What follows belongs to an exercise in optimizing a design on an open flow for small area, a short achievable clock period and few clock cycles; a production flow would make more cautious choices.
At most, simulation tests tie the RTL to the original design; equivalence was not proved.
The clock port is modelled as an ideal driver; clocking choices that lean on that would not hold on a real chip.
Power and IR drop assume default switching activity.

Design FinalCPU, start of the top module:
module FinalCPU(
	output	wire	[31:0]	imem_addr,
	output	wire			wb_valid,
	output	wire	[4:0]	wb_addr,
	output	wire	[31:0]	wb_data,
	input	wire	[31:0]	imem_data,
	input	wire			rst,
	input	wire			clk
);
Size in the first run: roughly 100 I/O pins, roughly 95,000 um2 of cells after synthesis.
==> flow/config.mk <==
export PLATFORM = sky130hd
export DESIGN_NAME = FinalCPU
export DESIGN_NICKNAME = FinalCPU
export VERILOG_FILES = /design/flow/design.v
export SDC_FILE = /design/flow/constraint.sdc
export NUM_CORES = 8
export LEC_CHECK = 0
export CAP_MARGIN = 20
export CORE_MARGIN = 2
export CORE_UTILIZATION = 55
export CTS_CLUSTER_DIAMETER = 80
export CTS_CLUSTER_SIZE = 24
export SETUP_SLACK_MARGIN = 5
export SLEW_MARGIN = 65
export SYNTH_HIERARCHICAL = 1
export SYNTH_MINIMUM_KEEP_SIZE = 0
export TNS_END_PERCENT = 0
==> flow/constraint.sdc <==
create_clock -name core_clock -period 8.0 [get_ports {clk}]
set_input_delay 1.6000 -clock core_clock [delete_from_list [all_inputs] [get_ports {clk}]]
set_output_delay 1.6000 -clock core_clock [all_outputs]
set_load 0.01 [all_outputs]
standard.sh (not shown) runs the stock make flow with config.mk's settings and CLKGATE_MAP_FILE= SYNTH_SCRIPT=/design/flow/synth_recipe.tcl, a recipe that flattens the netlist after the stock synthesis.
==> flow/flow/run.sh <==
#!/bin/bash
# Layout flow: the standard flow with three extra steps, run through
# ORFS's step hooks:
#  - before floorplanning (flow/downsize.tcl): each combinational cell goes
#    back to its smallest size; timing repair then upsizes where needed;
#  - before clock-tree synthesis (flow/io_buffers.tcl): the port buffers get a
#    plain buffer cell;
#  - at the end of global routing (flow/post_grt.tcl): a second timing repair
#    of all endpoints within 0.15 ns of the worst.
# Each step's full output goes to a log file here.
set -euo pipefail
W=$(pwd)
bash standard.sh synth > synth.log 2>&1
bash standard.sh floorplan PRE_FLOORPLAN_TCL="$W/flow/downsize.tcl" > floorplan.log 2>&1
bash standard.sh place > place.log 2>&1
bash standard.sh cts PRE_CTS_TCL="$W/flow/io_buffers.tcl" > cts.log 2>&1
bash standard.sh grt POST_GLOBAL_ROUTE_TCL="$W/flow/post_grt.tcl" > grt.log 2>&1
bash standard.sh finish > layout.log 2>&1
test -f out/final.def
Other scripts of this flow, unchanged in this note and not shown: flow/flow/downsize.tcl, flow/flow/io_buffers.tcl, flow/flow/post_grt.tcl
Testbench counts at the start, summed over its fixed seeds: cycles 4,616.
Edit:
--- a/flow/design.v
+++ b/flow/design.v
@@ -1,8 +1,10 @@
 module ALU_AddSub(
 	output [31:0] sum,
+	output [31:0] na,	 
+	output [31:0] nbx,	 
 	input  [31:0] a_reg,	 
 	input  [31:0] b_reg,
 	input  [31:0] wb,	 
 	input         fa_next,	 
 	input         fb_next,
 	input         sub_next,	 
@@ -12,12 +14,13 @@
 	wire [3:0] subq;
 	wire sub = subq[0];
 	genvar i, l;
 	generate
 		for (i = 0; i < 32; i = i + 8) begin : in8
 			AddSub_In8 u(.p(p[i+7:i]), .g(g[i+7:i]), .sub(subq[i/8]),
+				.na(na[i+7:i]), .nbx(nbx[i+7:i]),
 				.a_reg(a_reg[i+7:i]), .b_reg(b_reg[i+7:i]), .wb(wb[i+7:i]),
 				.fa_next(fa_next), .fb_next(fb_next), .sub_next(sub_next), .clk(clk));
 		end
 	endgenerate
 	wire [31:0] G [0:5];
 	wire [31:0] P [0:5];
@@ -105,12 +108,14 @@
 	g_nand4 g4(.a(n0), .b(n1), .c(n2), .d(n3), .y(y));
 endmodule
 module AddSub_In8(
 	output [7:0] p,
 	output [7:0] g,
 	output       sub,
+	output [7:0] na,
+	output [7:0] nbx,
 	input  [7:0] a_reg,
 	input  [7:0] b_reg,
 	input  [7:0] wb,
 	input        fa_next,
 	input        fb_next,
 	input        sub_next,
@@ -120,13 +125,12 @@
 	always @(posedge clk) begin
 		fa <= fa_next;
 		fb <= fb_next;
 		s  <= sub_next;
 	end
 	assign sub = s;
-	wire [7:0] na, nbx;
 	wire [7:0] bx_reg = b_reg ^ {8{s}};
 	wire [7:0] bx_wb = wb ^ {8{s}};
 	genvar i;
 	generate
 		for (i = 0; i < 8; i = i + 1) begin : b
 			g_mux2i ma(.a0(a_reg[i]), .a1(wb[i]), .s(fa), .y(na[i]));
@@ -475,21 +479,17 @@
 	wire [31:0] w_fwd;
 	wire [31:0] result;
 	wire [31:0] na, nb;
 	wire d_fa = e_wen && (e_dst == rs);
 	wire d_fb = d_use_rt && e_wen && (e_dst == rt);
 	genvar i;
-	generate
-		for (i = 0; i < 32; i = i + 8) begin : fwd
-			Fwd_Mux8 ma(.y(na[i+7:i]), .a0(e_a[i+7:i]), .a1(w_fwd[i+7:i]), .s_next(d_fa), .clk(clk));
-			Fwd_Mux8 mb(.y(nb[i+7:i]), .a0(e_b[i+7:i]), .a1(w_fwd[i+7:i]), .s_next(d_fb), .clk(clk));
-		end
-	endgenerate
 	wire [31:0] sum, srl, orv;
 	ALU_AddSub adder(
 		.sum(sum),
+		.na(na),
+		.nbx(nb),
 		.a_reg(e_a),
 		.b_reg(e_b),
 		.wb(w_fwd),
 		.fa_next(d_fa),
 		.fb_next(d_fb),
 		.sub_next(f_sub || is_subi),
@@ -573,22 +573,6 @@
 	output reg [31:0] q,
 	input      [31:0] d,
 	input             clk
 );
 	always @(posedge clk) q <= d;
 endmodule
-module Fwd_Mux8(
-	output [7:0] y,
-	input  [7:0] a0,
-	input  [7:0] a1,
-	input        s_next,
-	input        clk
-);
-	reg s;
-	always @(posedge clk) s <= s_next;
-	genvar i;
-	generate
-		for (i = 0; i < 8; i = i + 1) begin : m
-			g_mux2i g(.a0(a0[i]), .a1(a1[i]), .s(s), .y(y[i]));
-		end
-	endgenerate
-endmodule
Outcome: The new run ran to the end with no violations. Worst hold slack is better by 0.054 ns. Power goes up by 1.8%. Register-to-register slack gains 0.02 ns. Sequential cell count falls by 8. Fmax rises by 0.49%. Sequential power hardly moves. Setup slack is better by 0.016 ns. Via count climbs by 0.31%. Final area went up by 1.5%.
The RTL of the second run of this note was laid out without a check of its function.


old:
Another version of the RTL of FinalCPU (not shown whole).
Size in the first run: about 100 I/O pins, about 93,000 µm² of cells after synthesis.
==> module DM_Bank, before the edit <==
module DM_Bank(
	output [7:0] q,
	input        fwd_next,
	input  [6:0] base_reg,
	input  [6:0] base_wb,
	input  [6:0] off,	 
	input  [7:0] d,
	input        we,
	input        clk
);
	reg fwd;
	always @(posedge clk) fwd <= fwd_next;
	wire [6:0] nbase;
	genvar m;
	generate
		for (m = 0; m < 7; m = m + 1) begin : bm
			g_mux2i g(.a0(base_reg[m]), .a1(base_wb[m]), .s(fwd), .y(nbase[m]));
		end
	endgenerate
	wire [31:0] sel;
	DM_RowSel rowsel(.sel(sel), .nbase(nbase), .off(off));
	reg  [7:0] M  [0:31];
	wire [7:0] Md [0:31];
	integer i;
	always @(posedge clk) begin
		for (i = 0; i < 32; i = i + 1)
			M[i] <= Md[i];
	end
	genvar r, b;
	generate
		for (r = 0; r < 32; r = r + 1) begin : wr
			wire wen, nwen;
			g_and2  ge(.a(we), .b(sel[r]), .y(wen));
			g_nand2 gn(.a(we), .b(sel[r]), .y(nwen));
			for (b = 0; b < 8; b = b + 1) begin : bb
				g_ao22 m(.a(wen), .b(d[b]), .c(nwen), .d(M[r][b]), .y(Md[r][b]));
			end
		end
	endgenerate
	genvar j, k;
	generate
		for (j = 0; j < 8; j = j + 1) begin : bits
			wire [31:0] col;
			for (k = 0; k < 32; k = k + 1) begin : rows
				assign col[k] = M[k][j];
			end
			g_ao32 rd(.sel(sel), .d(col), .y(q[j]));
		end
	endgenerate
endmodule
==> module g_ao22, before the edit <==
module g_ao22(input a, input b, input c, input d, output y);
	assign y = (a & b) | (c & d);
endmodule
==> module g_and2, before the edit <==
module g_and2(input a, input b, output y);
	assign y = a & b;
endmodule
==> module RF, before the edit <==
module RF(
	output [31:0] src_data,
	output [31:0] tar_data,	 
	input  [4:0]  src_addr,
	input  [4:0]  tar_addr,
	input  [3:0]  src_lo,	 
	input  [7:0]  src_hi,
	input  [3:0]  tar_lo,
	input  [7:0]  tar_hi,
	input         tar_use,
	input  [31:0] tar_alt,
	input  [4:0]  dst_addr,
	input  [31:0] dst_data,
	input         reg_write,	 
	input         clk
);
	reg  [31:0] R  [1:31];
	wire [31:0] Rd [1:31];
	wire [31:1] we, nwe;
	integer i;
	always @(posedge clk) begin
		for (i = 1; i < 32; i = i + 1)
			R[i] <= Rd[i];
	end
	wire [31:1] ssel, tsel;
	RF_Dec dec_s(.lo(src_lo), .hi(src_hi), .sel(ssel));
	RF_Dec dec_t(.lo(tar_lo), .hi(tar_hi), .sel(tsel));
	wire byp_s = reg_write && (dst_addr == src_addr);
	wire byp_t = reg_write && (dst_addr == tar_addr);
	wire en_s = !byp_s;
	wire en_t = tar_use && !byp_t;
	wire [31:0] nz_s = ~({32{byp_s}} & dst_data);
	wire [31:0] nz_t = ~(({32{tar_use && byp_t}} & dst_data) | ({32{!tar_use}} & tar_alt));
	genvar j, k;
	generate
		for (k = 1; k < 32; k = k + 1) begin : wr
			assign we[k] = reg_write && (dst_addr == k);
			assign nwe[k] = !we[k];
			for (j = 0; j < 32; j = j + 1) begin : b
				g_ao22 m(.a(we[k]), .b(dst_data[j]), .c(nwe[k]), .d(R[k][j]), .y(Rd[k][j]));
			end
		end
		for (j = 0; j < 32; j = j + 1) begin : bits
			wire [31:1] col;
			for (k = 1; k < 32; k = k + 1) begin : regs
				assign col[k] = R[k][j];
			end
			g_ao31 rs(.sel(ssel), .d(col), .en(en_s), .nz(nz_s[j]), .y(src_data[j]));
			g_ao31 rt(.sel(tsel), .d(col), .en(en_t), .nz(nz_t[j]), .y(tar_data[j]));
		end
	endgenerate
endmodule
export LEC_CHECK = 0
export CAP_MARGIN = 20
export CORE_MARGIN = 2
export CORE_UTILIZATION = 50
export CTS_CLUSTER_DIAMETER = 80
export CTS_CLUSTER_SIZE = 24
export SETUP_SLACK_MARGIN = 5
export SLEW_MARGIN = 65
export SYNTH_HIERARCHICAL = 1
export SYNTH_MINIMUM_KEEP_SIZE = 0
export TNS_END_PERCENT = 0
create_clock -name core_clock -period 8.0 [get_ports {clk}]
Scripts as last shown in full above: flow/flow/run.sh
Other scripts of this flow, unchanged in this note and not shown: flow/flow/downsize.tcl, flow/flow/io_buffers.tcl, flow/flow/post_grt.tcl
The final layout from old, which completed every stage, passed the timing, design-rule and antenna checks at the end of the flow.
--- input diff old..new ---
-- flow/design.v --
<<< old, line 193
	wire [31:0] sel;
	DM_RowSel rowsel(.sel(sel), .nbase(nbase), .off(off));
	reg  [7:0] M  [0:31];
	wire [7:0] Md [0:31];
	integer i;
	always @(posedge clk) begin
		for (i = 0; i < 32; i = i + 1)
			M[i] <= Md[i];
	end
	genvar r, b;
	generate
		for (r = 0; r < 32; r = r + 1) begin : wr
			wire wen, nwen;
			g_and2  ge(.a(we), .b(sel[r]), .y(wen));
			g_nand2 gn(.a(we), .b(sel[r]), .y(nwen));
			for (b = 0; b < 8; b = b + 1) begin : bb
				g_ao22 m(.a(wen), .b(d[b]), .c(nwen), .d(M[r][b]), .y(Md[r][b]));
			end
		end
	endgenerate
	genvar j, k;
	generate
>>> new, line 193
	wire [31:0] sel;
	DM_RowSel rowsel(.sel(sel), .nbase(nbase), .off(off));
	reg [7:0] M [0:31];
	integer i;
	always @(posedge clk) begin
		for (i = 0; i < 32; i = i + 1)
			if (we && sel[i]) M[i] <= d;
	end
	genvar j, k;
	generate
<<< old, line 273
	assign y = ~((a & b) | (c & d) | (e & f));
endmodule
module g_ao22(input a, input b, input c, input d, output y);
	assign y = (a & b) | (c & d);
endmodule
module g_aoi21(input a, input b, input c, output y);
	assign y = ~((a & b) | c);
>>> new, line 261
	assign y = ~((a & b) | (c & d) | (e & f));
endmodule
module g_aoi21(input a, input b, input c, output y);
	assign y = ~((a & b) | c);
<<< old, line 281
module g_oai21(input a, input b, input c, output y);
	assign y = ~((a | b) & c);
endmodule
module g_and2(input a, input b, output y);
	assign y = a & b;
endmodule
module g_nand2(input a, input b, output y);
>>> new, line 266
module g_oai21(input a, input b, input c, output y);
	assign y = ~((a | b) & c);
endmodule
module g_nand2(input a, input b, output y);
<<< old, line 362
	input         clk
);
	reg  [31:0] R  [1:31];
	wire [31:0] Rd [1:31];
	wire [31:1] we, nwe;
	integer i;
	always @(posedge clk) begin
		for (i = 1; i < 32; i = i + 1)
			R[i] <= Rd[i];
	end
	wire [31:1] ssel, tsel;
>>> new, line 344
	input         clk
);
	reg [31:0] R [1:31];
	integer i;
	always @(posedge clk) begin
		for (i = 1; i < 32; i = i + 1)
			if (reg_write && dst_addr == i) R[i] <= dst_data;
	end
	wire [31:1] ssel, tsel;
<<< old, line 381
	genvar j, k;
	generate
		for (k = 1; k < 32; k = k + 1) begin : wr
			assign we[k] = reg_write && (dst_addr == k);
			assign nwe[k] = !we[k];
			for (j = 0; j < 32; j = j + 1) begin : b
				g_ao22 m(.a(we[k]), .b(dst_data[j]), .c(nwe[k]), .d(R[k][j]), .y(Rd[k][j]));
			end
		end
		for (j = 0; j < 32; j = j + 1) begin : bits
			wire [31:1] col;
>>> new, line 361
	genvar j, k;
	generate
		for (j = 0; j < 32; j = j + 1) begin : bits
			wire [31:1] col;
[summary]
- In summary, new completed successfully, with a layout that passed the timing, design-rule and antenna checks.
- Changes observed in new relative to old: critical path buffer and inverter count now larger; count of non-filler cells in the finished layout now smaller; fraction of area in registers now larger.
- new vs old, critical-path cell with the highest stage delay: dfxtp_1 vs dfxtp_4
- Compared with old, new shows a lower clock network fraction of design power.
- The detailed-route vias per instance number comes out higher for old vs new.
- For old, the leading cell type in the layout, fill and taps excluded was dfxtp_1, unlike new, where it was edfxtp_1.
- new against old: area of all placed cells without fillers held; overall power consumption went up 29%; global-route usage went down 7.3 points; area share of buffers outside the clock network went down 0.55 points.
- Worst setup path endpoint = e_b[28]: new; worst setup path endpoint = Output_Register.wb_data[24]: old
- new against old: total wire length after detailed routing has decreased, switching share of power increased 5.5 points, worst vdd rail ir drop moved down, multi-input combinational cell area shows a reduction of 38%, final critical-path setup slack has increased.
Testbench counts of new, summed over its fixed seeds: cycles 4,616.
Function not checked in old: the RTL went through the layout flow alone.

[afterwards: timing with drivers on the ports]
The results above use ideal ports. As a check the final layouts listed here were re-extracted and re-timed, cells and wires unchanged.
Step 1 sets driving cells, clkbuf_16 on the clock port and buf_2 on the other inputs (assumed; they add their load-dependent delay and slew).
Step 2, shift: input delay + t, output delay - t, t = (earliest + latest rising clock arrival at the registers) / 2. This alone moves slack from input paths to output paths.
Slacks: no drivers / after step 1 / after step 2; pairs: no drivers / after step 1.
run	t, ns	slack for setup (ns)	worst setup path after step 2	slew at the worst register clock pin (ns)
the first run of note 1	0.898	4.780 / 4.780 / 4.780	register to register	0.10 / 0.10
the second run of note 1	0.898	4.795 / 4.795 / 4.795	register to register	0.10 / 0.10
old	0.921	4.813 / 4.768 / 4.813	register to register	0.10 / 0.10
new	0.925	4.828 / 4.828 / 4.828	register to register	0.10 / 0.10
After both steps setup and hold are still met in every run listed.
